This design comes from an exercise in tuning for small area on the open sky130 flow, not from production work.
In this exercise RTL edits were held to simulation tests only and were not proved equivalent to the original.
Power and IR drop assume default switching activity.

===== flow/flow/run.sh =====
#!/bin/bash
# Layout flow: the standard ORFS flow with these changes.
#  1. The design is synthesized again from design.v with the same Yosys
#     front end as the standard synthesis (synth -flatten -nofsm -noshare,
#     the same $func$ renaming) but an area-oriented ABC script (deepsyn). Each
#     flip-flop is then given the instance name of the standard synthesis's
#     flip-flop on the same Q net; the two must pair one to one with the
#     same cell types. If they do not, the standard netlist's combinational
#     logic is re-mapped with an area ABC script instead, keeping its
#     flip-flops as they are.
#  2. Ports are buffered with the smallest buffer (buf_1).
#  3. Clock tree synthesis adds no dummy loads.
#  4. The layout steps after synthesis do not use buffers of drive 4 and up
#     (the platform's own don't-use cells stay don't-use).
# Each tool's full output goes to a log file in this folder.
set -euo pipefail
HERE=$(pwd)
R=$HERE/orfs/results/$FLOW_PLATFORM/connect_four/base
LIB=$FLOW_HOME/platforms/$FLOW_PLATFORM/lib/sky130_fd_sc_hd__tt_025C_1v80.lib
KNOBS=("BUFFER_PORTS_ARGS=-buffer_cell sky130_fd_sc_hd__buf_1"
       "CTS_ARGS=-sink_clustering_enable -repair_clock_nets -buf_list sky130_fd_sc_hd__clkbuf_8 -dont_use_dummy_load")
ABC="abc -liberty $LIB -dont_use *lpflow* -dont_use *probe* -script $HERE/flow/area.abc"
ABC_DEEP="abc -liberty $LIB -dont_use *lpflow* -dont_use *probe* -script $HERE/flow/deep.abc"
FINISH="opt_clean -purge
setundef -zero
hilomap -singleton -hicell sky130_fd_sc_hd__conb_1 HI -locell sky130_fd_sc_hd__conb_1 LO
insbuf -buf sky130_fd_sc_hd__buf_4 A X
splitnets
opt_clean -purge
check -assert -mapped"

ffs() { grep -oE '^ *sky130_fd_sc_hd__df[a-z0-9_]+ [^ ]+' "$1" | sort; }

bash standard.sh "${KNOBS[@]}" synth > 1_standard_synth.log 2>&1
cp "$R/1_2_yosys.v" 1_2_yosys_standard.v

# 2a. own synthesis from the design
cat > own_synth.ys <<EOT
read_liberty -lib $LIB
read_verilog -sv $FLOW_DESIGN
synth -flatten -top $FLOW_TOP -nofsm -noshare
rename -hide w:*\$func\$*
dfflibmap -liberty $LIB -dont_use *lpflow* -dont_use *probe*
opt
$ABC_DEEP
$FINISH
write_verilog -noattr -nohex -nodec own_unnamed.v
EOT
CHOSEN=""
if yosys -s own_synth.ys > own_synth.log 2>&1 &&
   python3 flow/ffnames.py 1_2_yosys_standard.v own_unnamed.v own_rename.ys > ffnames.log 2>&1; then
  cat > own_rename_apply.ys <<EOT
read_liberty -lib $LIB
read_verilog own_unnamed.v
hierarchy -top $FLOW_TOP
cd $FLOW_TOP
script own_rename.ys
cd
tee -o own_stat.txt stat -liberty $LIB
write_verilog -noattr -nohex -nodec own_named.v
EOT
  if yosys -s own_rename_apply.ys > own_rename_apply.log 2>&1 &&
     diff <(ffs 1_2_yosys_standard.v) <(ffs own_named.v) > ff_check_own.log 2>&1; then
    CHOSEN=own_named.v
  fi
fi

# 2b. otherwise re-map the standard netlist's combinational logic
if [[ -z "$CHOSEN" ]]; then
  python3 flow/mkmap.py "$LIB" cells_map.v > mkmap.log 2>&1
  cat > resynth.ys <<EOT
read_liberty -lib $LIB
read_verilog 1_2_yosys_standard.v
hierarchy -top $FLOW_TOP
techmap -map cells_map.v
techmap
opt -fast
opt_clean -purge
$ABC
$FINISH
tee -o resynth_stat.txt stat -liberty $LIB
write_verilog -noattr -nohex -nodec 1_2_yosys_resynth.v
EOT
  yosys -s resynth.ys > resynth.log 2>&1
  diff <(ffs 1_2_yosys_standard.v) <(ffs 1_2_yosys_resynth.v) > ff_check_resynth.log 2>&1
  CHOSEN=1_2_yosys_resynth.v
fi
echo "netlist used: $CHOSEN" > netlist_choice.log
cp "$CHOSEN" "$R/1_2_yosys.v"
rm -f "$R/1_synth.odb"

# 3. the rest of the standard flow
PLATFORM_DONT_USE="sky130_fd_sc_hd__probe_p_8 sky130_fd_sc_hd__probec_p_8 sky130_fd_sc_hd__lpflow_bleeder_1 sky130_fd_sc_hd__lpflow_clkbufkapwr_1 sky130_fd_sc_hd__lpflow_clkbufkapwr_16 sky130_fd_sc_hd__lpflow_clkbufkapwr_2 sky130_fd_sc_hd__lpflow_clkbufkapwr_4 sky130_fd_sc_hd__lpflow_clkbufkapwr_8 sky130_fd_sc_hd__lpflow_clkinvkapwr_1 sky130_fd_sc_hd__lpflow_clkinvkapwr_16 sky130_fd_sc_hd__lpflow_clkinvkapwr_2 sky130_fd_sc_hd__lpflow_clkinvkapwr_4 sky130_fd_sc_hd__lpflow_clkinvkapwr_8 sky130_fd_sc_hd__lpflow_decapkapwr_12 sky130_fd_sc_hd__lpflow_decapkapwr_3 sky130_fd_sc_hd__lpflow_decapkapwr_4 sky130_fd_sc_hd__lpflow_decapkapwr_6 sky130_fd_sc_hd__lpflow_decapkapwr_8 sky130_fd_sc_hd__lpflow_inputiso0n_1 sky130_fd_sc_hd__lpflow_inputiso0p_1 sky130_fd_sc_hd__lpflow_inputiso1n_1 sky130_fd_sc_hd__lpflow_inputiso1p_1 sky130_fd_sc_hd__lpflow_inputisolatch_1 sky130_fd_sc_hd__lpflow_isobufsrc_1 sky130_fd_sc_hd__lpflow_isobufsrc_16 sky130_fd_sc_hd__lpflow_isobufsrc_2 sky130_fd_sc_hd__lpflow_isobufsrc_4 sky130_fd_sc_hd__lpflow_isobufsrc_8 sky130_fd_sc_hd__lpflow_isobufsrckapwr_16 sky130_fd_sc_hd__lpflow_lsbuf_lh_hl_isowell_tap_1 sky130_fd_sc_hd__lpflow_lsbuf_lh_hl_isowell_tap_2 sky130_fd_sc_hd__lpflow_lsbuf_lh_hl_isowell_tap_4 sky130_fd_sc_hd__lpflow_lsbuf_lh_isowell_4 sky130_fd_sc_hd__lpflow_lsbuf_lh_isowell_tap_1 sky130_fd_sc_hd__lpflow_lsbuf_lh_isowell_tap_2 sky130_fd_sc_hd__lpflow_lsbuf_lh_isowell_tap_4"
SMALL_BUFFERS_ONLY="sky130_fd_sc_hd__buf_4 sky130_fd_sc_hd__buf_6 sky130_fd_sc_hd__buf_8 sky130_fd_sc_hd__buf_12 sky130_fd_sc_hd__buf_16 sky130_fd_sc_hd__bufbuf_8 sky130_fd_sc_hd__bufbuf_16 sky130_fd_sc_hd__bufinv_8 sky130_fd_sc_hd__bufinv_16"
bash standard.sh "${KNOBS[@]}" "DONT_USE_CELLS=$PLATFORM_DONT_USE $SMALL_BUFFERS_ONLY" finish > 2_standard_finish.log 2>&1

===== flow/flow/area.abc =====
strash
balance
rewrite
refactor
balance
rewrite
rewrite -z
balance
refactor -z
rewrite -z
balance
&get -n
&dch -f
&nf -a -R 1000
&put

===== flow/flow/deep.abc =====
strash
&get -n
&deepsyn -T 60 -S 2
&put
&get -n
&dch -f
&nf -a -R 1000
&put

===== flow/flow/ffnames.py =====
# Usage: ffnames.py standard.v own.v out.ys
# Pairs each flip-flop of own.v with the standard synthesis's flip-flop that
# drives the same Q net and writes Yosys rename commands giving it the
# standard instance name. Exits 1 unless the pairing is one-to-one with the
# same cell types.
import re, sys
def flops(path):
    text = open(path).read()
    res = {}
    for m in re.finditer(r'(sky130_fd_sc_hd__df\w+)\s+(\\\S+|\S+)\s*\((.*?)\);', text, re.S):
        cell, name, body = m.groups()
        q = re.search(r'\.Q\(\s*(.*?)\s*\)\s*(,|$)', body, re.S)
        if not q: sys.exit('no Q on ' + name)
        net = q.group(1).replace(' ', '')
        if net in res: sys.exit('two flops on ' + net)
        res[net] = (cell, name)
    return res
std, own = flops(sys.argv[1]), flops(sys.argv[2])
if set(std) != set(own): sys.exit('Q nets differ: %s' % sorted(set(std) ^ set(own))[:10])
with open(sys.argv[3], 'w') as f:
    for net, (cell, name) in own.items():
        scell, sname = std[net]
        if scell != cell: sys.exit('cell type differs on ' + net)
        f.write('rename %s %s\n' % (name if name.startswith('\\') else '\\' + name, sname))
print(len(own), 'flip-flops paired')

===== flow/flow/mkmap.py =====
# Writes a Yosys techmap file that turns each combinational sky130 cell into
# its logic function (from the Liberty file), for re-mapping with ABC.
import re, sys
lib = open(sys.argv[1]).read()
def blocks(text, kind):
    for m in re.finditer(r'\b%s\s*\(\s*"?([A-Za-z0-9_]+)"?\s*\)\s*\{' % kind, text):
        i = m.end(); depth = 1
        while depth:
            c = text[i]
            if c == '{': depth += 1
            elif c == '}': depth -= 1
            i += 1
        yield m.group(1), text[m.end():i-1]
out = []
for name, body in blocks(lib, 'cell'):
    if re.search(r'\b(ff|latch|statetable)\s*\(', body): continue
    ins, outs = [], []
    ok = True
    for pin, pb in blocks(body, 'pin'):
        d = re.search(r'direction\s*:\s*"?(\w+)', pb)
        if not d: continue
        if d.group(1) == 'input': ins.append(pin)
        elif d.group(1) == 'output':
            f = re.search(r'function\s*:\s*"([^"]*)"', pb)
            if not f or 'VPWR' in f.group(1) or 'VGND' in f.group(1): ok = False; break
            outs.append((pin, f.group(1)))
        else: ok = False
    if not ok or not outs: continue
    ports = ins + [o for o, _ in outs]
    s = 'module %s(%s);\n' % (name, ', '.join(ports))
    for i in ins: s += '  input %s;\n' % i
    for o, f in outs:
        e = f.replace('!', '~').replace('+', '|').replace('*', '&')
        s += '  output %s;\n  assign %s = %s;\n' % (o, o, e)
    out.append(s + 'endmodule\n')
open(sys.argv[2], 'w').write(''.join(out))
print(len(out), 'cells')

===== flow/standard.sh =====
#!/bin/bash
# synth_recipe.tcl (not shown) runs the flow's synth.tcl, then flattens the netlist and writes it again
# the make line also repeats each setting of config.mk as NAME=value (left out here)
make -C /OpenROAD-flow-scripts/flow DESIGN_CONFIG=/design/flow/config.mk WORK_HOME=/design/flow/orfs CLKGATE_MAP_FILE= SYNTH_SCRIPT=/design/flow/synth_recipe.tcl "${@:-finish}"

===== flow/config.mk =====
export PLATFORM = sky130hd
export DESIGN_NAME = connect_four
export DESIGN_NICKNAME = connect_four
export VERILOG_FILES = /design/flow/design.v
export SDC_FILE = /design/flow/constraint.sdc
export NUM_CORES = 4
export LEC_CHECK = 0
export CAP_MARGIN = 20
export CORE_MARGIN = 2
export CORE_UTILIZATION = 40
export CTS_BUF_LIST = sky130_fd_sc_hd__clkbuf_8
export PLACE_DENSITY = 0.6
export SLEW_MARGIN = 20

===== flow/constraint.sdc =====
create_clock -name core_clock -period 10.0 [get_ports {clock}]
set_input_delay 2.0000 -clock core_clock [delete_from_list [all_inputs] [get_ports {clock}]]
set_output_delay 2.0000 -clock core_clock [all_outputs]
set_load 0.01 [all_outputs]

===== flow/design.v =====
`timescale 1ns / 1ps
module debounce_one_shot(
    input CLK,
    input EN,
    input RST,
    input BTN,
    output logic DB_BTN
    );
    logic       ph;
    logic [5:0] q;
    wire s25 = q[1] & q[3] & q[4];               
    wire s52 = q[1] & q[2] & q[3] & q[4];        
    wire s53 = q[2] & q[3] & q[4] & q[5];        
    wire last = ph ? s53 : s25;                  
    wire adv  = ph ? (s52 | s53 | ~BTN) : BTN;   
    wire step = adv & ~last;
    assign DB_BTN = ph & s52;
    wire load = EN | RST;                        
    wire move = EN & step & ~RST;                
    wire wrap = RST | (EN & ph & s53);           
    wire hold = ~load;
    wire fb   = ~(q[5] ^ q[0]);
    always_ff @(posedge CLK) begin
        ph   <= (load & ~RST & (ph ? ~s53 : (BTN & s25))) | (hold & ph);
        q[0] <= (move & fb)   | (hold & q[0]);
        q[1] <= (move & q[0]) | (hold & q[1]);
        q[2] <= (move & q[1]) | (hold & q[2]);
        q[3] <= (move & q[2]) | (hold & q[3]);
        q[4] <= (move & q[3]) | (hold & q[4]);
        q[5] <= (move & q[4]) | wrap | (hold & q[5]);
    end
endmodule
`timescale 1ns / 1ps
module position_mover(
    input RBTN,
    input LBTN,
    input clock,
    input en,
    input reset,
    input rst,
    output [2:0] columnPosition
    );
    logic [2:0] position;
    always_ff @(posedge clock) begin
        if (reset)
            position <= 3'b011;
        else if (en) begin
            if (rst)
                position <= 3'b011;
            else if (RBTN && !LBTN && !(position[2] && position[1]))
                position <= position + 3'd1;
            else if (LBTN && !RBTN && position != 3'd0)
                position <= position - 3'd1;
        end
    end
    assign columnPosition = position;
endmodule
`timescale 1ns / 1ps
module game_state(
    input clock,
    input en,
    input reset,
    input rst,
    input select,
    input [2:0] columnPosition,
    output logic [7:0] green_driver,
    output logic [7:0] blue_driver,
    output logic [7:0] row_driver
    );
    logic       turn;
    logic [2:0] topPos;
    logic       topTurn;
    logic [2:0] scan;
    wire clr = reset | (en & rst);
    always_ff @(posedge clock) begin
        if (clr)
            turn <= 1'b0;
        else if (en & select)
            turn <= ~turn;
    end
    always_ff @(posedge clock) begin
        if (reset) begin
            topPos  <= 3'd7;
            topTurn <= 1'b0;
            scan    <= 3'd0;
        end else if (en) begin
            topPos  <= columnPosition;
            topTurn <= turn;
            scan    <= scan + 3'd1;
        end
    end
    wire       s0 = (scan == 3'd0);
    wire       s2 = (scan == 3'd2);
    wire [4:0] lvl;                      
    wire [5:1] above;                    
    assign lvl[0] = (scan == 3'd7);
    assign lvl[1] = (scan == 3'd6);
    assign lvl[2] = (scan == 3'd5);
    assign lvl[3] = (scan == 3'd4);
    assign lvl[4] = (scan == 3'd3);
    assign above[1] = lvl[0];
    assign above[2] = scan[2] & scan[1];
    assign above[3] = scan[2] & (scan[1] | scan[0]);
    assign above[4] = scan[2];
    assign above[5] = scan[2] | (scan[1] & scan[0]);
    wire topTurnRow = s0 & topTurn;
    logic [5:0] w   [0:6];
    logic [6:0] sel;                     
    logic [5:0] cw;                      
    always_comb begin
        cw = 6'd0;
        for (int i = 0; i < 7; i++) begin
            sel[i] = (columnPosition == i);
            cw = cw | ({6{sel[i]}} & w[i]);
        end
    end
    wire [5:0] cp = {1'b0, cw[5], cw[5] | cw[4], cw[5] | cw[4] | cw[3],
                     cw[5] | cw[4] | cw[3] | cw[2], cw[5] | cw[4] | cw[3] | cw[2] | cw[1]};
    wire [5:0] ct = cw & ~cp;            
    wire [5:0] nw = {cw[5] | ct[4], (cw[4:0] & ~(ct[4:0] & {5{~turn}})) | {ct[3:0], 1'b0}};
    wire drop = en & select & ~rst & ~reset;
    genvar gc;
    generate
        for (gc = 0; gc < 7; gc++) begin : col
            logic og, ob;
            wire [5:0] cwc = w[gc];
            wire d    = drop & sel[gc];
            wire hold = ~(d | clr);
            always_ff @(posedge clock) begin
                w[gc] <= ({6{d}} & nw) | ({6{hold}} & cwc) | {5'b0, clr};
                og    <= ~clr & (og | (d & ~turn & cwc[5]));
                ob    <= ~clr & (ob | (d & turn & cwc[5]));
            end
            wire lit = (cwc[1] & above[1]) | (cwc[2] & above[2]) | (cwc[3] & above[3]) |
                       (cwc[4] & above[4]) | (cwc[5] & above[5]) |
                       (s0 & (topPos == gc));
            wire blu = (cwc[0] & lvl[0]) | (cwc[1] & lvl[1]) | (cwc[2] & lvl[2]) |
                       (cwc[3] & lvl[3]) | (cwc[4] & lvl[4]) | topTurnRow;
            assign green_driver[7 - gc] = ~((lit & ~blu) | (s2 & og));
            assign blue_driver[7 - gc]  = ~((lit & blu) | (s2 & ob));
        end
    endgenerate
    assign green_driver[0] = 1'b1;
    assign blue_driver[0]  = 1'b1;
    assign row_driver = 8'd1 << scan;
endmodule
`timescale 1ns / 1ps
`timescale 1ns / 1ps
module connect_four(
    input clock,
    input reset,                        
    input rbtn, lbtn, mbtn, bbtn,
    output logic [7:0] row, greenColumn, blueColumn
    );
    logic tick, db_mbtn, db_bbtn, db_lbtn, db_rbtn;
    logic [2:0] position;
    clk_div MYCLOCK (.clk(clock), .reset(reset), .sclk(tick));
    debounce_one_shot debouncer1 (.CLK(clock), .EN(tick), .RST(reset), .BTN(mbtn), .DB_BTN(db_mbtn));
    debounce_one_shot debouncer2 (.CLK(clock), .EN(tick), .RST(reset), .BTN(bbtn), .DB_BTN(db_bbtn));
    debounce_one_shot debouncer3 (.CLK(clock), .EN(tick), .RST(reset), .BTN(rbtn), .DB_BTN(db_rbtn));
    debounce_one_shot debouncer4 (.CLK(clock), .EN(tick), .RST(reset), .BTN(lbtn), .DB_BTN(db_lbtn));
    position_mover mover (
        .RBTN(db_rbtn), .LBTN(db_lbtn), .rst(db_bbtn),
        .clock(clock), .en(tick), .reset(reset),
        .columnPosition(position)
    );
    game_state game (
        .clock(clock), .en(tick), .reset(reset),
        .rst(db_bbtn), .select(db_mbtn), .columnPosition(position),
        .green_driver(greenColumn), .blue_driver(blueColumn), .row_driver(row)
    );
endmodule
module clk_div (
    input clk,
    input reset,
    output sclk
    );
    logic [6:0] q;
    assign sclk = ~q[6] & ~q[5] & ~q[3] & q[2] & ~q[1] & ~q[0];
    always_ff @(posedge clk) begin
        if (reset)
            q <= 7'b1011110;
        else
            q <= {q[5], q[4] | sclk, q[3:0], ~(q[6] ^ q[0])};
    end
endmodule

==> impl_metrics.json, run 1 <==
{
  "cts_resized": 0,
  "drt_iter0_drc": 373,
  "crit_path_max_fanout": 12,
  "first_global_vias": 3959,
  "setup_viol": 0,
  "power_density_mw_per_mm2": 130.3,
  "pwr-share-clk": 0.328,
  "io_pins": 30,
  "track_usage": 0.2343,
  "cap_violations": 0,
  "finalWeightedCongestion": 0.9085,
  "design_area_mm2": 0.004830,
  "crit_required_ps": 8000,
  "mostFrequentLayoutCells": "102 x dfxtp_1, 59 x nand2_1, 53 x a22o_1",
  "coreArea_mm2": 0.01079,
  "worstSetupStartpointType": "flip-flop",
  "p_sw_frac": 0.2177,
  "power_frac_seq": 0.650,
  "path_delay_family": "simple AND/OR/NAND/NOR gates",
  "start_util": 0.4068,
  "rsz0062_at_grt": "false",
  "grt_max_degree": 25,
  "maxSlewHeadroom": 0.2586,
  "fp.dieW_um": 108.8,
  "firstDrtPassIters": 6,
  "path_clk_slew_ps": 100,
  "grt_pass1_wl_um": 21100,
  "power.total_uw": 629.2,
  "drt.antenna.violating_nets": 0,
  "cts.htree.levels": 3,
  "pwr-share-comb": 0.022,
  "ctsHoldBuffers": 0,
  "overflow": 0,
  "drt_wl_total_um": 13300,
  "drcViolationCount": 0,
  "dp_hpwl_um": 9568,
  "critPathSlowestCell": "nor3b_1",
  "cp-end-kind": "output pin",
  "detail_route.wl_per_cell_um": 20.06,
  "netlist_area_mm2": 0.004390,
  "path_class": "reg2out",
  "p_leak_nw": 1.589,
  "vias": 4207,
  "p_int_uw": 492.2,
  "clock_latency_ps": 380,
  "fmax_mhz": 197.3,
  "fin_crit_sh": 0.5069,
  "power.net_switching_uw": 136.9,
  "die_h_um": 108.8,
  "period_minus_slack_ps": 5069,
  "syn_inst": 480,
  "status": "timing/DRC/antenna clean",
  "fin_setup_tns_ps": 0,
  "dieArea_mm2": 0.01183,
  "cp_slowest_stage_delay_ps": 980,
  "path_cells": "clkinv_1, nor3b_1, a22o_1, a221oi_1, a32oi_1, buf_1",
  "insertedDiodeCount": 0,
  "vias_per_cell": 6.345,
  "cts-root-buf": "clkbuf_8",
  "yosysWarningCount": 5,
  "dpl_cell_area_mm2": 0.004687,
  "cts_post_setup_buffers_inserted": 0,
  "fin_skew_ps": 25.30,
  "layout_commonest_cell": "dfxtp_1",
  "fp-row-count": 38,
  "nNetsFinal": 531,
  "ir_worst_vdd_v": 0.00007295,
  "hp-class": "reg2reg",
  "arrival_ps": 3070,
  "path_buf_inv": 2,
  "synth_area_per_cell_um2": 9.147,
  "worst_slew_pin_slew_ps": 1110,
  "cts.sinks": 102,
  "hold_violations": 0,
  "clockBufferDepth": 2,
  "io_buffers": 27,
  "drive_gt1_frac": 0.02677,
  "post-place-ws_ps": 5164,
  "area_growth_pct": 10.00,
  "layout_setup_ws_ps": 4931,
  "numCtsBuffers": 9,
  "cts_tree": "built",
  "antenna_found_initial": 0,
  "drv_slew": 0
}
-- power groups by stage --
stage	Sequential, mW	Clock, mW	Combinational, mW
3_3_place_gp	0.418	0	0.0129
6_report	0.409	0.206	0.0138
3_5_place_dp	0.419	0	0.0133
5_1_grt	0.409	0.228	0.0156
2_1_floorplan	0.418	0	0.00884
4_1_cts	0.409	0.213	0.0133
-- metal layers --
metal	GRT usage	up-vias	part of all wire
met1	0.3217	2027	0.47
met3	0.06216	29	0.072
met4	0.08425	0	0.022
met5	0	-	0
li1	-	1967	-
met2	0.3540	184	0.44
-- final timing paths --
check | depth (start not counted) | start | slack [ps] | end
setup reg to reg | 10 | mover.position[0]$_SDFFE_PP1P_ | 6190 | game.w[3][1]$_DFF_P_
hold / removal | 1 | MYCLOCK.q[2]$_SDFF_PP1_ | 460 | MYCLOCK.q[3]$_SDFF_PP1_
hold reg to reg | 1 | MYCLOCK.q[2]$_SDFF_PP1_ | 460 | MYCLOCK.q[3]$_SDFF_PP1_
setup / recovery | 6 | game.scan[2]$_SDFFE_PP0P_ | 4930 | greenColumn[2]
-- area by class of cell --
| cell class | instances | area, um2 |
|---|---|---|
| multi-input combinational | 374 | 2341 |
| inverter | 3 | 11.26 |
| tap | 140 | 175.2 |
| fill | 1087 | 5963 |
| sequential | 102 | 2042 |
| clock buffer | 9 | 123.9 |
| timing repair buffer | 35 | 136.4 |
-- flip-flops by register name, indices dropped and copies added, names as in the netlist --
name / flops
game.w: 42
MYCLOCK.q: 7
game.col.ob: 7
game.col.og: 7
debouncer1.q: 6
debouncer2.q: 6
debouncer3.q: 6
debouncer4.q: 6
game.scan: 3
game.topPos: 3
mover.position: 3
debouncer1.ph: 1
debouncer2.ph: 1
debouncer3.ph: 1
debouncer4.ph: 1
game.topTurn: 1
game.turn: 1
-- per-stage QoR --
step / instances / hold WS (ps) / utilization
after detailed placement: 653 / 444.6 / 0.4343
after CTS: 662 / 469.2 / 0.4457
after global placement: 653 / 429.2 / 0.4343
after global routing: 663 / 496.0 / 0.4475
after floorplan: 481 / 409.1 / -
final: 663 / 459.9 / 0.4475
==> run 2, diff against run 1 <==
--- a/flow/flow/run.sh
+++ b/flow/flow/run.sh
@@ -2,7 +2,8 @@
 # Layout flow: the standard ORFS flow with these changes.
 #  1. The design is synthesized again from design.v with the same Yosys
 #     front end as the standard synthesis (synth -flatten -nofsm -noshare,
-#     the same $func$ renaming) but an area-oriented ABC script (deepsyn). Each
+#     the same $func$ renaming) but an area-oriented ABC script (deepsyn, three seeds,
+#     smallest result kept). Each
 #     flip-flop is then given the instance name of the standard synthesis's
 #     flip-flop on the same Q net; the two must pair one to one with the
 #     same cell types. If they do not, the standard netlist's combinational
@@ -20,7 +21,6 @@
 KNOBS=("BUFFER_PORTS_ARGS=-buffer_cell sky130_fd_sc_hd__buf_1"
        "CTS_ARGS=-sink_clustering_enable -repair_clock_nets -buf_list sky130_fd_sc_hd__clkbuf_8 -dont_use_dummy_load")
 ABC="abc -liberty $LIB -dont_use *lpflow* -dont_use *probe* -script $HERE/flow/area.abc"
-ABC_DEEP="abc -liberty $LIB -dont_use *lpflow* -dont_use *probe* -script $HERE/flow/deep.abc"
 FINISH="opt_clean -purge
 setundef -zero
 hilomap -singleton -hicell sky130_fd_sc_hd__conb_1 HI -locell sky130_fd_sc_hd__conb_1 LO
@@ -34,24 +34,38 @@
 bash standard.sh "${KNOBS[@]}" synth > 1_standard_synth.log 2>&1
 cp "$R/1_2_yosys.v" 1_2_yosys_standard.v
 
-# 2a. own synthesis from the design
-cat > own_synth.ys <<EOT
+# 2a. own synthesis from the design, with three ABC seeds run side by side;
+#     the smallest netlist that checks out is kept
+own_synth() {  # $1: seed
+  cat > own_synth_$1.ys <<EOT
 read_liberty -lib $LIB
 read_verilog -sv $FLOW_DESIGN
 synth -flatten -top $FLOW_TOP -nofsm -noshare
 rename -hide w:*\$func\$*
 dfflibmap -liberty $LIB -dont_use *lpflow* -dont_use *probe*
 opt
-$ABC_DEEP
+abc -liberty $LIB -dont_use *lpflow* -dont_use *probe* -script $HERE/flow/deep$1.abc
 $FINISH
-write_verilog -noattr -nohex -nodec own_unnamed.v
+tee -o own_stat_$1.txt stat -liberty $LIB
+write_verilog -noattr -nohex -nodec own_unnamed_$1.v
 EOT
+  yosys -s own_synth_$1.ys > own_synth_$1.log 2>&1
+}
+for s in 1 2 3; do own_synth $s & done
+wait || true
+BEST=""; BEST_AREA=""
+for s in 1 2 3; do
+  [[ -f own_unnamed_$s.v && -f own_stat_$s.txt ]] || continue
+  A=$(awk '/Chip area/ {print $NF}' own_stat_$s.txt)
+  if [[ -z "$BEST" ]] || awk -v a="$A" -v b="$BEST_AREA" 'BEGIN {exit !(a < b)}'; then BEST=$s; BEST_AREA=$A; fi
+done
+echo "own synthesis areas: $(grep -h 'Chip area' own_stat_*.txt 2>/dev/null | awk '{print $NF}' | tr '\n' ' ') best seed: $BEST" > own_choice.log
 CHOSEN=""
-if yosys -s own_synth.ys > own_synth.log 2>&1 &&
-   python3 flow/ffnames.py 1_2_yosys_standard.v own_unnamed.v own_rename.ys > ffnames.log 2>&1; then
+if [[ -n "$BEST" ]] &&
+   python3 flow/ffnames.py 1_2_yosys_standard.v own_unnamed_$BEST.v own_rename.ys > ffnames.log 2>&1; then
   cat > own_rename_apply.ys <<EOT
 read_liberty -lib $LIB
-read_verilog own_unnamed.v
+read_verilog own_unnamed_$BEST.v
 hierarchy -top $FLOW_TOP
 cd $FLOW_TOP
 script own_rename.ys
==> flow/flow/deep1.abc (new file) <==
strash
&get -n
&deepsyn -T 60 -S 1
&put
&get -n
&dch -f
&nf -F 20 -A 20 -E 100 -R 1000
&put
==> flow/flow/deep2.abc (new file) <==
strash
&get -n
&deepsyn -T 60 -S 2
&put
&get -n
&dch -f
&nf -F 20 -A 20 -E 100 -R 1000
&put
==> flow/flow/deep3.abc (new file) <==
strash
&get -n
&deepsyn -T 60 -S 3
&put
&get -n
&dch -f
&nf -F 20 -A 20 -E 100 -R 1000
&put
removed: flow/flow/deep.abc
==> run 2 against run 1 <==
  * First-iteration DRC count up 20%
  * Wire length up 0.66%
  * Synthesized area is 0.74% lower
  * Sequential cell count unchanged
  * Count of clock-buffer cells in the layout is the same
  * Sequential share of layout area is 0.32 points higher
  * Global-route usage grew 0.49 points
  * Hold slack worse by 9.8 ps
  * Sequential power about the same
  * Largest power group unchanged
==> impl_metrics.json, run 2 <==
{
  "grt_max_degree": 20,
  "largest_reg_flops": 42,
  "crit_path_max_fanout": 16,
  "fp-row-count": 38,
  "antenna_found_initial": 0,
  "ff2ff_path_depth": 7,
  "firstDrtPassIters": 6,
  "critical_path.startpoint": "game.scan[1]$_SDFFE_PP0P_",
  "drt_iter0_drc": 449,
  "hp-class": "reg2reg",
  "cts_tree": "built",
  "vias_per_cell": 6.406,
  "fp.dieW_um": 108.4,
  "reg2reg_from": "MYCLOCK.q[5]$_SDFF_PP0_",
  "arrival_ps": 3040,
  "detail_route.wl_per_cell_um": 20.51,
  "cp-end-kind": "output pin",
  "hold_violations": 0,
  "power.total_uw": 627.4,
  "fill_cells": 1118,
  "ir_worst_vdd_v": 0.0001006,
  "power_density_mw_per_mm2": 130.9,
  "netlist_area_mm2": 0.004358,
  "clock_latency_ps": 380,
  "grt_pass1_wl_um": 21430,
  "critPathSlowestCell": "dfxtp_1",
  "start_util": 0.4056,
  "cts_post_setup_buffers_inserted": 0,
  "hold_end": "MYCLOCK.q[3]$_SDFF_PP1_",
  "drv_slew": 0,
  "maxSlewHeadroom": 0.2578,
  "drt.antenna.violating_nets": 0,
  "cp_slowest_stage_delay_ps": 640,
  "cap_violations": 0,
  "dp_cells": 644,
  "nNetsFinal": 521,
  "layout_commonest_cell": "dfxtp_1",
  "finalWeightedCongestion": 0.9744,
  "rsz0062_at_grt": "false",
  "die_h_um": 108.4,
  "cts.htree.levels": 3,
  "path_clk_slew_ps": 90,
  "syn_inst": 469,
  "cts.sinks": 102,
  "clockBufferDepth": 2,
  "drt_wl_total_um": 13390,
  "area_growth_pct": 9.991,
  "hold_path_startpoint": "MYCLOCK.q[2]$_SDFF_PP1_",
  "fin_skew_ps": 37.10,
  "top_register": "game.w",
  "crit_required_ps": 8000,
  "fin_setup_tns_ps": 0,
  "period_minus_slack_ps": 5039,
  "rrSetupSlack_ps": 5890,
  "coreArea_mm2": 0.01075,
  "overflow": 0,
  "insertedDiodeCount": 0,
  "whs_path_depth": 1,
  "ctsHoldBuffers": 0,
  "drcViolationCount": 0,
  "worstReg2RegEnd": "game.w[0][2]$_DFF_P_",
  "final-instance-count-excl-fill": 653,
  "path_cells": "or2_0, nor2_1, and2_0, a21oi_1, nand2_1, a221oi_1, nor2_1, a21oi_1, buf_1",
  "fin_crit_sh": 0.5039,
  "cts_resized": 0,
  "vias": 4183,
  "fmax_mhz": 198.5,
  "path_class": "reg2out",
  "worst_slew_pin_slew_ps": 1111,
  "cts-root-buf": "clkbuf_8",
  "track_usage": 0.2391,
  "p_leak_nw": 1.618,
  "yosysWarningCount": 5,
  "setup_viol": 0,
  "numCtsBuffers": 9,
  "dp_hpwl_um": 9849,
  "mostFrequentLayoutCells": "102 x dfxtp_1, 61 x a22o_1, 47 x nand2_1",
  "status": "timing/DRC/antenna clean",
  "io_pins": 30,
  "drive_gt1_frac": 0.02339,
  "synth_area_per_cell_um2": 9.292,
  "first_global_vias": 3969,
  "io_buffers": 27,
  "worstSetupStartpointType": "flip-flop",
  "dieArea_mm2": 0.01175
}
[run 2: cell types whose count changed in the layout (fill, tap and decap cells not counted), sizes merged, moves of 6 or more]
cell	delta
a22o	+8
nand2	-12
nor2b	+7
nand4	+6
o21ai	-14
a32oi	-6
[run 2: worst max-delay path: cells and delay by family, from the launching register on]
| kind | cells | cell delay (ps) |
|---|---|---|
| and+or+nand+nor | 5 | 1190 |
| AOI/OAI and AO/OA | 3 | 680 |
| DFF | 1 | 640 |
| buffers and inverters | 1 | 160 |
[run 2: power breakdown]
| group | switching [mW] | internal [mW] | total (mW) | leakage (nW) |
|---|---|---|---|---|
| registers | 0.00122 | 0.408 | 0.409 | 0.824 |
| clock network | 0.123 | 0.0810 | 0.204 | 0.0647 |
| logic | 0.0108 | 0.00326 | 0.0141 | 0.730 |
[run 2: how the worst max path moves through the flow]
stage                                   endpoint  cells past startpoint
after floorplan           game.col[1].og$_DFF_P_                      4
after global placement      game.w[0][3]$_DFF_P_                      7
after detailed placement    game.w[3][3]$_DFF_P_                      7
after CTS                          blueColumn[7]                      9
after global routing               blueColumn[7]                      9
final                              blueColumn[7]                      9
[run 2: final cells by class]
type                    instances  area (um2)  share of cell area
clock buffers                   9       123.9             0.02584
multi-input cells             360        2293              0.4785
flip-flops and latches        102        2042              0.4260
repair buffers                 36       136.4             0.02845
well taps                     140       175.2             0.03654
inverters                       6       22.52            0.004699
[run 2: routing by layer]
layer / GRT usage / share of wire
met1: 0.3213 / 0.44
met2: 0.3810 / 0.46
met3: 0.05244 / 0.076
met4: 0.08059 / 0.024
met5: 0 / 0
[run 2: metrics by stage]
stage | utilization | hold slack (ps) | worst slack [ps] | area, um2
after global placement | 0.4335 | 421.0 | 4285 | 4658
final | 0.4461 | 450.1 | 4961 | 4793
after detailed placement | 0.4346 | 440.7 | 4995 | 4669
after CTS | 0.4461 | 458.9 | 4995 | 4793
after floorplan | - | 409.1 | 5770 | 4362
after global routing | 0.4461 | 486.5 | 4665 | 4793
==> run 3, diff against run 2 <==
--- a/flow/design.v
+++ b/flow/design.v
@@ -105,15 +105,23 @@
     assign above[5] = scan[2] | (scan[1] & scan[0]);
     wire topTurnRow = s0 & topTurn;
     logic [5:0] w   [0:6];
+    logic [6:0] og, ob;
     logic [6:0] sel;                     
     logic [5:0] cw;                      
+    logic       cog, cob;                
     always_comb begin
         cw = 6'd0;
+        cog = 1'b0;
+        cob = 1'b0;
         for (int i = 0; i < 7; i++) begin
             sel[i] = (columnPosition == i);
             cw = cw | ({6{sel[i]}} & w[i]);
+            cog = cog | (sel[i] & og[i]);
+            cob = cob | (sel[i] & ob[i]);
         end
     end
+    wire nog = cog | (cw[5] & ~turn);
+    wire nob = cob | (cw[5] & turn);
     wire [5:0] cp = {1'b0, cw[5], cw[5] | cw[4], cw[5] | cw[4] | cw[3],
                      cw[5] | cw[4] | cw[3] | cw[2], cw[5] | cw[4] | cw[3] | cw[2] | cw[1]};
     wire [5:0] ct = cw & ~cp;            
@@ -122,22 +130,21 @@
     genvar gc;
     generate
         for (gc = 0; gc < 7; gc++) begin : col
-            logic og, ob;
             wire [5:0] cwc = w[gc];
             wire d    = drop & sel[gc];
             wire hold = ~(d | clr);
             always_ff @(posedge clock) begin
                 w[gc] <= ({6{d}} & nw) | ({6{hold}} & cwc) | {5'b0, clr};
-                og    <= ~clr & (og | (d & ~turn & cwc[5]));
-                ob    <= ~clr & (ob | (d & turn & cwc[5]));
+                og[gc] <= (d & nog) | (hold & og[gc]);
+                ob[gc] <= (d & nob) | (hold & ob[gc]);
             end
             wire lit = (cwc[1] & above[1]) | (cwc[2] & above[2]) | (cwc[3] & above[3]) |
                        (cwc[4] & above[4]) | (cwc[5] & above[5]) |
                        (s0 & (topPos == gc));
             wire blu = (cwc[0] & lvl[0]) | (cwc[1] & lvl[1]) | (cwc[2] & lvl[2]) |
                        (cwc[3] & lvl[3]) | (cwc[4] & lvl[4]) | topTurnRow;
-            assign green_driver[7 - gc] = ~((lit & ~blu) | (s2 & og));
-            assign blue_driver[7 - gc]  = ~((lit & blu) | (s2 & ob));
+            assign green_driver[7 - gc] = ~((lit & ~blu) | (s2 & og[gc]));
+            assign blue_driver[7 - gc]  = ~((lit & blu) | (s2 & ob[gc]));
         end
     endgenerate
     assign green_driver[0] = 1'b1;
--- a/flow/flow/run.sh
+++ b/flow/flow/run.sh
@@ -2,7 +2,7 @@
 # Layout flow: the standard ORFS flow with these changes.
 #  1. The design is synthesized again from design.v with the same Yosys
 #     front end as the standard synthesis (synth -flatten -nofsm -noshare,
-#     the same $func$ renaming) but an area-oriented ABC script (deepsyn, three seeds,
+#     the same $func$ renaming) but an area-oriented ABC script (deepsyn, four seeds,
 #     smallest result kept). Each
 #     flip-flop is then given the instance name of the standard synthesis's
 #     flip-flop on the same Q net; the two must pair one to one with the
@@ -34,7 +34,7 @@
 bash standard.sh "${KNOBS[@]}" synth > 1_standard_synth.log 2>&1
 cp "$R/1_2_yosys.v" 1_2_yosys_standard.v
 
-# 2a. own synthesis from the design, with three ABC seeds run side by side;
+# 2a. own synthesis from the design, with four ABC seeds run side by side;
 #     the smallest netlist that checks out is kept
 own_synth() {  # $1: seed
   cat > own_synth_$1.ys <<EOT
@@ -51,10 +51,10 @@
 EOT
   yosys -s own_synth_$1.ys > own_synth_$1.log 2>&1
 }
-for s in 1 2 3; do own_synth $s & done
+for s in 1 2 3 4; do own_synth $s & done
 wait || true
 BEST=""; BEST_AREA=""
-for s in 1 2 3; do
+for s in 1 2 3 4; do
   [[ -f own_unnamed_$s.v && -f own_stat_$s.txt ]] || continue
   A=$(awk '/Chip area/ {print $NF}' own_stat_$s.txt)
   if [[ -z "$BEST" ]] || awk -v a="$A" -v b="$BEST_AREA" 'BEGIN {exit !(a < b)}'; then BEST=$s; BEST_AREA=$A; fi
==> flow/flow/deep4.abc (new file) <==
strash
&get -n
&deepsyn -T 60 -S 4
&put
&get -n
&dch -f
&nf -F 20 -A 20 -E 100 -R 1000
&put
--- a/flow/config.mk
+++ b/flow/config.mk
@@ -7,7 +7,7 @@
 export LEC_CHECK = 0
 export CAP_MARGIN = 20
 export CORE_MARGIN = 2
-export CORE_UTILIZATION = 40
+export CORE_UTILIZATION = 70
 export CTS_BUF_LIST = sky130_fd_sc_hd__clkbuf_8
-export PLACE_DENSITY = 0.6
+export PLACE_DENSITY = 0.8
 export SLEW_MARGIN = 20
==> run 3 against run 2 <==
  * Non-clock buffer count shrank 4
  * Still clean on timing, DRC and antenna
  * Cell count shrank 5.5%
  * Critical path type unchanged
  * Sequential power is essentially flat
  * Final area shrank 2.7%
  * Register-to-register slack gained 270 ps
  * Global-route usage grew 14 points
  * Synthesized cell count grew 7.0%
  * Via count grew 6.2%
  * Critical path depth shrank 1
  * Largest power group unchanged
  * Power grew 1.5%
==> impl_metrics.json, run 3 <==
{
  "wl_met1_um": 4983,
  "path_delay_family": "simple AND/OR/NAND/NOR gates",
  "nNetsFinal": 550,
  "finalWeightedCongestion": 0.9960,
  "area_growth_pct": 7.810,
  "ir_worst_vdd_v": 0.0001031,
  "cts-root-buf": "clkbuf_8",
  "dp_hpwl_um": 8599,
  "top_register": "game.w",
  "crit_path_max_fanout": 11,
  "p_sw_frac": 0.2232,
  "drt.antenna.violating_nets": 0,
  "firstDrtPassIters": 8,
  "p_int_uw": 494.5,
  "design_area_mm2": 0.004663,
  "vias": 4441,
  "rrSetupSlack_ps": 6160,
  "cap_violations": 0,
  "cts_tree": "built",
  "layout_commonest_cell": "dfxtp_1",
  "setup_viol": 0,
  "path_buf_inv": 1,
  "fmax_mhz": 201.8,
  "worst_slew_pin_slew_ps": 1030,
  "detail_route.wl_per_cell_um": 20.13,
  "pwr-share-clk": 0.319,
  "mostFrequentLayoutCells": "102 x dfxtp_1, 75 x nand2_1, 66 x o21ai_0",
  "drv_slew": 0,
  "synth_area_per_cell_um2": 8.616,
  "clockBufferDepth": 2,
  "power_frac_seq": 0.648,
  "period_minus_slack_ps": 4954,
  "hold_violations": 0,
  "critPathSlowestCell": "dfxtp_1",
  "rsz0062_at_grt": "false",
  "dieArea_mm2": 0.006824,
  "cp-end-kind": "output pin",
  "cts_post_setup_buffers_inserted": 0,
  "path_cells": "or2_0, nor2_1, and2_0, a21oi_1, o311ai_0, nor2b_1, a21oi_1, buf_1",
  "vias_per_cell": 7.198,
  "crit_required_ps": 8000,
  "start_util": 0.7263,
  "cts_resized": 0,
  "fp.dieW_um": 82.61,
  "dpl_cell_area_mm2": 0.004533,
  "fin_skew_ps": 16.73,
  "yosysWarningCount": 5,
  "antenna_found_initial": 0,
  "syn_inst": 502,
  "power_density_mw_per_mm2": 136.5,
  "met2_length_um": 5191,
  "fp-row-count": 28,
  "maxSlewHeadroom": 0.3109,
  "hold_path_startpoint": "game.ob[3]$_DFF_P_",
  "coreArea_mm2": 0.005956,
  "critical_path.startpoint": "game.scan[1]$_SDFFE_PP0P_",
  "path_clk_slew_ps": 90,
  "track_usage": 0.3804,
  "arrival_ps": 2950,
  "grt_max_degree": 24,
  "grt_pass1_wl_um": 19380,
  "clock_latency_ps": 360,
  "largest_reg_flops": 42,
  "numCtsBuffers": 9,
  "pwr-share-comb": 0.033,
  "die_h_um": 82.61,
  "drt_wl_total_um": 12420,
  "drive_gt1_frac": 0.01845,
  "overflow": 0,
  "fin_setup_tns_ps": 0,
  "worstSetupStartpointType": "flip-flop",
  "io_buffers": 27,
  "first_global_vias": 3881,
  "cp_slowest_stage_delay_ps": 560,
  "top_layer": "met4",
  "drcViolationCount": 0,
  "drt_iter0_drc": 706,
  "netlist_area_mm2": 0.004325,
  "p_leak_nw": 1.514,
  "status": "timing/DRC/antenna clean",
  "cts.htree.levels": 3,
  "ctsHoldBuffers": 0,
  "reg2reg_from": "mover.position[0]$_SDFFE_PP1P_",
  "met3_length_um": 1586,
  "insertedDiodeCount": 0,
  "cts.sinks": 102,
  "io_pins": 30,
  "cp_common_cell": "a21oi_1",
  "fin_crit_sh": 0.4954,
  "hp-class": "reg2reg",
  "power.net_switching_uw": 142.1,
  "path_class": "reg2out"
}
-- run 3: cell count changes in the layout (fill, tap and decap cells not counted), moves of 5 or more --
| cell | change |
|---|---|
| o21ai_0 | +50 |
| nand4_1 | -7 |
| nand2_1 | +28 |
| nand3_1 | +20 |
| a22o_1 | -33 |
| nor3_1 | -10 |
| a22oi_1 | -8 |
| o22a_1 | +5 |
| a21oi_1 | +7 |
| nor3b_1 | -8 |
-- run 3: final timing paths --
check                         end  depth (start not counted)
min reg2reg    game.ob[3]$_DFF_P_                          2
max reg2reg  game.w[6][3]$_DFF_P_                          8
min            game.ob[3]$_DFF_P_                          2
max                 blueColumn[5]                          8
-- run 3: worst reg2reg max path: stages (launching register included) --
cell and delay (ps):
dfxtp_1 640, clkinv_1 510, a221o_1 430, a21oi_1 180, o22ai_1 220, nor2_1 690, a21boi_0 200, a21oi_1 610
o21ai_0 220
-- run 3: final cells by class --
cell class / instances / area, um2
clock buffer: 9 / 123.9
fill: 436 / 1292
inverter: 9 / 33.78
multi-input combinational: 390 / 2250
sequential: 102 / 2042
tap: 75 / 93.84
timing repair buffer: 32 / 120.1
-- run 3: through the flow --
| step | util | total power [mW] | setup slack [ps] | instances | hold slack [ps] |
|---|---|---|---|---|---|
| after global routing | 0.7830 | 0.6516 | 4931 | 617 | 493.4 |
| after detailed placement | 0.7611 | 0.4414 | 5326 | 608 | 445.1 |
| final | 0.7830 | 0.6366 | 5046 | 617 | 459.1 |
| after CTS | 0.7819 | 0.6341 | 5152 | 617 | 464.3 |
| after floorplan | - | 0.4337 | 6008 | 503 | 409.1 |
| after global placement | 0.7611 | 0.4404 | 5383 | 608 | 425.6 |
-- run 3: per-layer routing --
| layer | track usage | up-vias |
|---|---|---|
| li1 | - | 1995 |
| met5 | 0 | - |
| met1 | 0.5141 | 2039 |
| met3 | 0.09783 | 87 |
| met2 | 0.5629 | 320 |
| met4 | 0.1918 | 0 |
-- run 3: power by group through the flow --
stage / clock network, mW / logic, mW / registers [mW]
6_report: 0.203 / 0.0210 / 0.412
5_1_grt: 0.217 / 0.0220 / 0.413
4_1_cts: 0.202 / 0.0202 / 0.412
3_5_place_dp: 0 / 0.0200 / 0.421
3_3_place_gp: 0 / 0.0193 / 0.421
2_1_floorplan: 0 / 0.0133 / 0.420
==> run 4, diff against run 3 <==
--- a/flow/config.mk
+++ b/flow/config.mk
@@ -7,7 +7,7 @@
 export LEC_CHECK = 0
 export CAP_MARGIN = 20
 export CORE_MARGIN = 2
-export CORE_UTILIZATION = 70
+export CORE_UTILIZATION = 40
 export CTS_BUF_LIST = sky130_fd_sc_hd__clkbuf_8
-export PLACE_DENSITY = 0.8
+export PLACE_DENSITY = 0.6
 export SLEW_MARGIN = 20
==> run 4 against run 3 <==
  * Still clean on timing, DRC and antenna
  * Synthesized cell count is 0.20% lower
  * First-iteration DRC count is 30% lower
  * Synthesized area is 0.26% higher
  * Non-clock buffer count stayed put
  * Via count is 6.4% lower
  * Clock skew is 17 ps higher
  * Power is 0.83% lower
  * Utilization is 34 points lower
  * Combinational power is 42% lower
  * Hold slack worse by 10 ps
  * Critical path type unchanged
  * Highest routed layer unchanged
==> impl_metrics.json, run 4 <==
{
  "p_sw_frac": 0.2212,
  "pwr-share-comb": 0.019,
  "period_minus_slack_ps": 5149,
  "crit_required_ps": 8000,
  "fp-row-count": 38,
  "area_growth_pct": 9.463,
  "nNetsFinal": 549,
  "largest_reg_flops": 42,
  "die_h_um": 108.1,
  "crit_path_max_fanout": 15,
  "rrSetupSlack_ps": 5520,
  "design_area_mm2": 0.004747,
  "path_class": "reg2out",
  "pwr-share-clk": 0.333,
  "cp_slowest_stage_delay_ps": 860,
  "path_cells": "clkinv_1, nor3_1, a222oi_1, o311ai_0, a31oi_1, a21oi_1, buf_1",
  "path_clk_slew_ps": 100,
  "io_pins": 30,
  "antenna_found_initial": 0,
  "drcViolationCount": 0,
  "dp_cells": 671,
  "grt_pass1_wl_um": 19590,
  "finalWeightedCongestion": 0.8996,
  "power.total_uw": 631.3,
  "mostFrequentLayoutCells": "102 x dfxtp_1, 80 x nand2_1, 69 x o21ai_0",
  "netlist_area_mm2": 0.004337,
  "drt_wl_total_um": 12390,
  "p_int_uw": 491.7,
  "fp.dieW_um": 108.1,
  "overflow": 0,
  "dpl_cell_area_mm2": 0.004617,
  "critPathSlowestCell": "nor3_1",
  "synth_area_per_cell_um2": 8.656,
  "layout_setup_ws_ps": 4851,
  "cts_resized": 0,
  "power_density_mw_per_mm2": 133.0,
  "drt.antenna.violating_nets": 0,
  "final_util": 0.4437,
  "cts.htree.levels": 3,
  "cap_violations": 0,
  "clock_latency_ps": 390,
  "cts_post_setup_buffers_inserted": 0,
  "cts.sinks": 102,
  "arrival_ps": 3150,
  "ir_worst_vdd_v": 0.00007764,
  "p_leak_nw": 1.606,
  "fin_setup_tns_ps": 0,
  "worst_slew_pin_slew_ps": 930.5,
  "syn_inst": 501,
  "first_global_vias": 3750,
  "drive_gt1_frac": 0.02033,
  "grt_max_degree": 26,
  "layout_commonest_cell": "dfxtp_1",
  "setup_viol": 0,
  "dieArea_mm2": 0.01169,
  "numCtsBuffers": 9,
  "fin_crit_sh": 0.5149,
  "path_buf_inv": 2,
  "power.net_switching_uw": 139.6,
  "coreArea_mm2": 0.01070,
  "final-instance-count-excl-fill": 681,
  "fin_skew_ps": 33.68,
  "cp-end-kind": "output pin",
  "cts-root-buf": "clkbuf_8",
  "clockBufferDepth": 2,
  "cts_tree": "built",
  "vias_per_cell": 6.106,
  "maxSlewHeadroom": 0.3749,
  "yosysWarningCount": 5,
  "start_util": 0.4054,
  "drv_slew": 0,
  "whs_ps": 448.9,
  "hp-class": "reg2reg",
  "track_usage": 0.2180,
  "post-place-ws_ps": 5006,
  "io_buffers": 27,
  "power_frac_seq": 0.648,
  "ctsHoldBuffers": 0,
  "drt_iter0_drc": 491,
  "fmax_mhz": 194.2,
  "top_register": "game.w",
  "rsz0062_at_grt": "false",
  "vias": 4158,
  "detail_route.wl_per_cell_um": 18.19,
  "hold_violations": 0,
  "insertedDiodeCount": 0,
  "firstDrtPassIters": 5,
  "status": "timing/DRC/antenna clean",
  "path_delay_family": "simple AND/OR/NAND/NOR gates",
  "worstSetupStartpointType": "flip-flop",
  "dp_hpwl_um": 8628
}
-- run 4: metal layers --
layer | global-route usage | up-vias | share of wire
met3 | 0.05124 | 29 | 0.068
li1 | - | 1994 | -
met1 | 0.2949 | 1966 | 0.46
met2 | 0.3288 | 169 | 0.44
met5 | 0 | - | 0
met4 | 0.1007 | 0 | 0.027
-- run 4: cell type report --
cell class | count | area [um2]
fillers | 1114 | 5951
multi-input cells | 392 | 2261
flip-flops and latches | 102 | 2042
well taps | 140 | 175.2
clock buffers | 9 | 123.9
repair buffers | 32 | 122.6
inverters | 6 | 22.52
-- run 4: path summary, 6_finish.rpt --
check / startpoint / to / cells after the start
worst max-delay path: game.scan[2]$_SDFFE_PP0P_ / greenColumn[5] / 7
worst min-delay path: MYCLOCK.q[5]$_SDFF_PP0_ / MYCLOCK.q[6]$_SDFF_PP1_ / 1
worst max register to register: mover.position[1]$_SDFFE_PP1P_ / game.w[4][1]$_DFF_P_ / 11
worst min register to register: MYCLOCK.q[5]$_SDFF_PP0_ / MYCLOCK.q[6]$_SDFF_PP1_ / 1
-- run 4: power by group through the flow --
stage	logic (mW)	clock network, mW	registers (mW)
6_report	0.0122	0.210	0.409
5_1_grt	0.0137	0.229	0.409
4_1_cts	0.0120	0.214	0.409
3_5_place_dp	0.0120	0	0.418
3_3_place_gp	0.0118	0	0.418
2_1_floorplan	0.00800	0	0.418

==> re-timing with driven ports <==
How much do the figures lean on ideal ports? The routed layouts below were timed once more, with nothing changed but the port constraints. Step 1: set_driving_cell puts a clkbuf_16 on clock and a buf_2 on each other input, an assumption about the parent block. Step 2 times the ports against the registers' clock, not the clock port: input delays grow and output delays shrink by t, the midpoint of the rising clock arrivals with the driver on. Three values: ideal ports, drivers, drivers and shift; two values: the first two.
| run | t (ns) | setup slack, ns | worst setup path after step 2 | worst slew at a driven data input, ns | pins driven straight from the clock port |
|---|---|---|---|---|---|
| run 1 | 0.405 | 4.931 / 4.896 / 5.301 | register to output | 0.03 | 1 |
| run 2 | 0.391 | 4.961 / 4.928 / 5.001 | input to register | 0.03 | 1 |
| run 3 | 0.386 | 5.046 / 5.014 / 5.164 | input to register | 0.03 | 1 |
| run 4 | 0.408 | 4.851 / 4.818 / 5.226 | register to output | 0.03 | 1 |
After both steps every run listed still meets setup and hold.
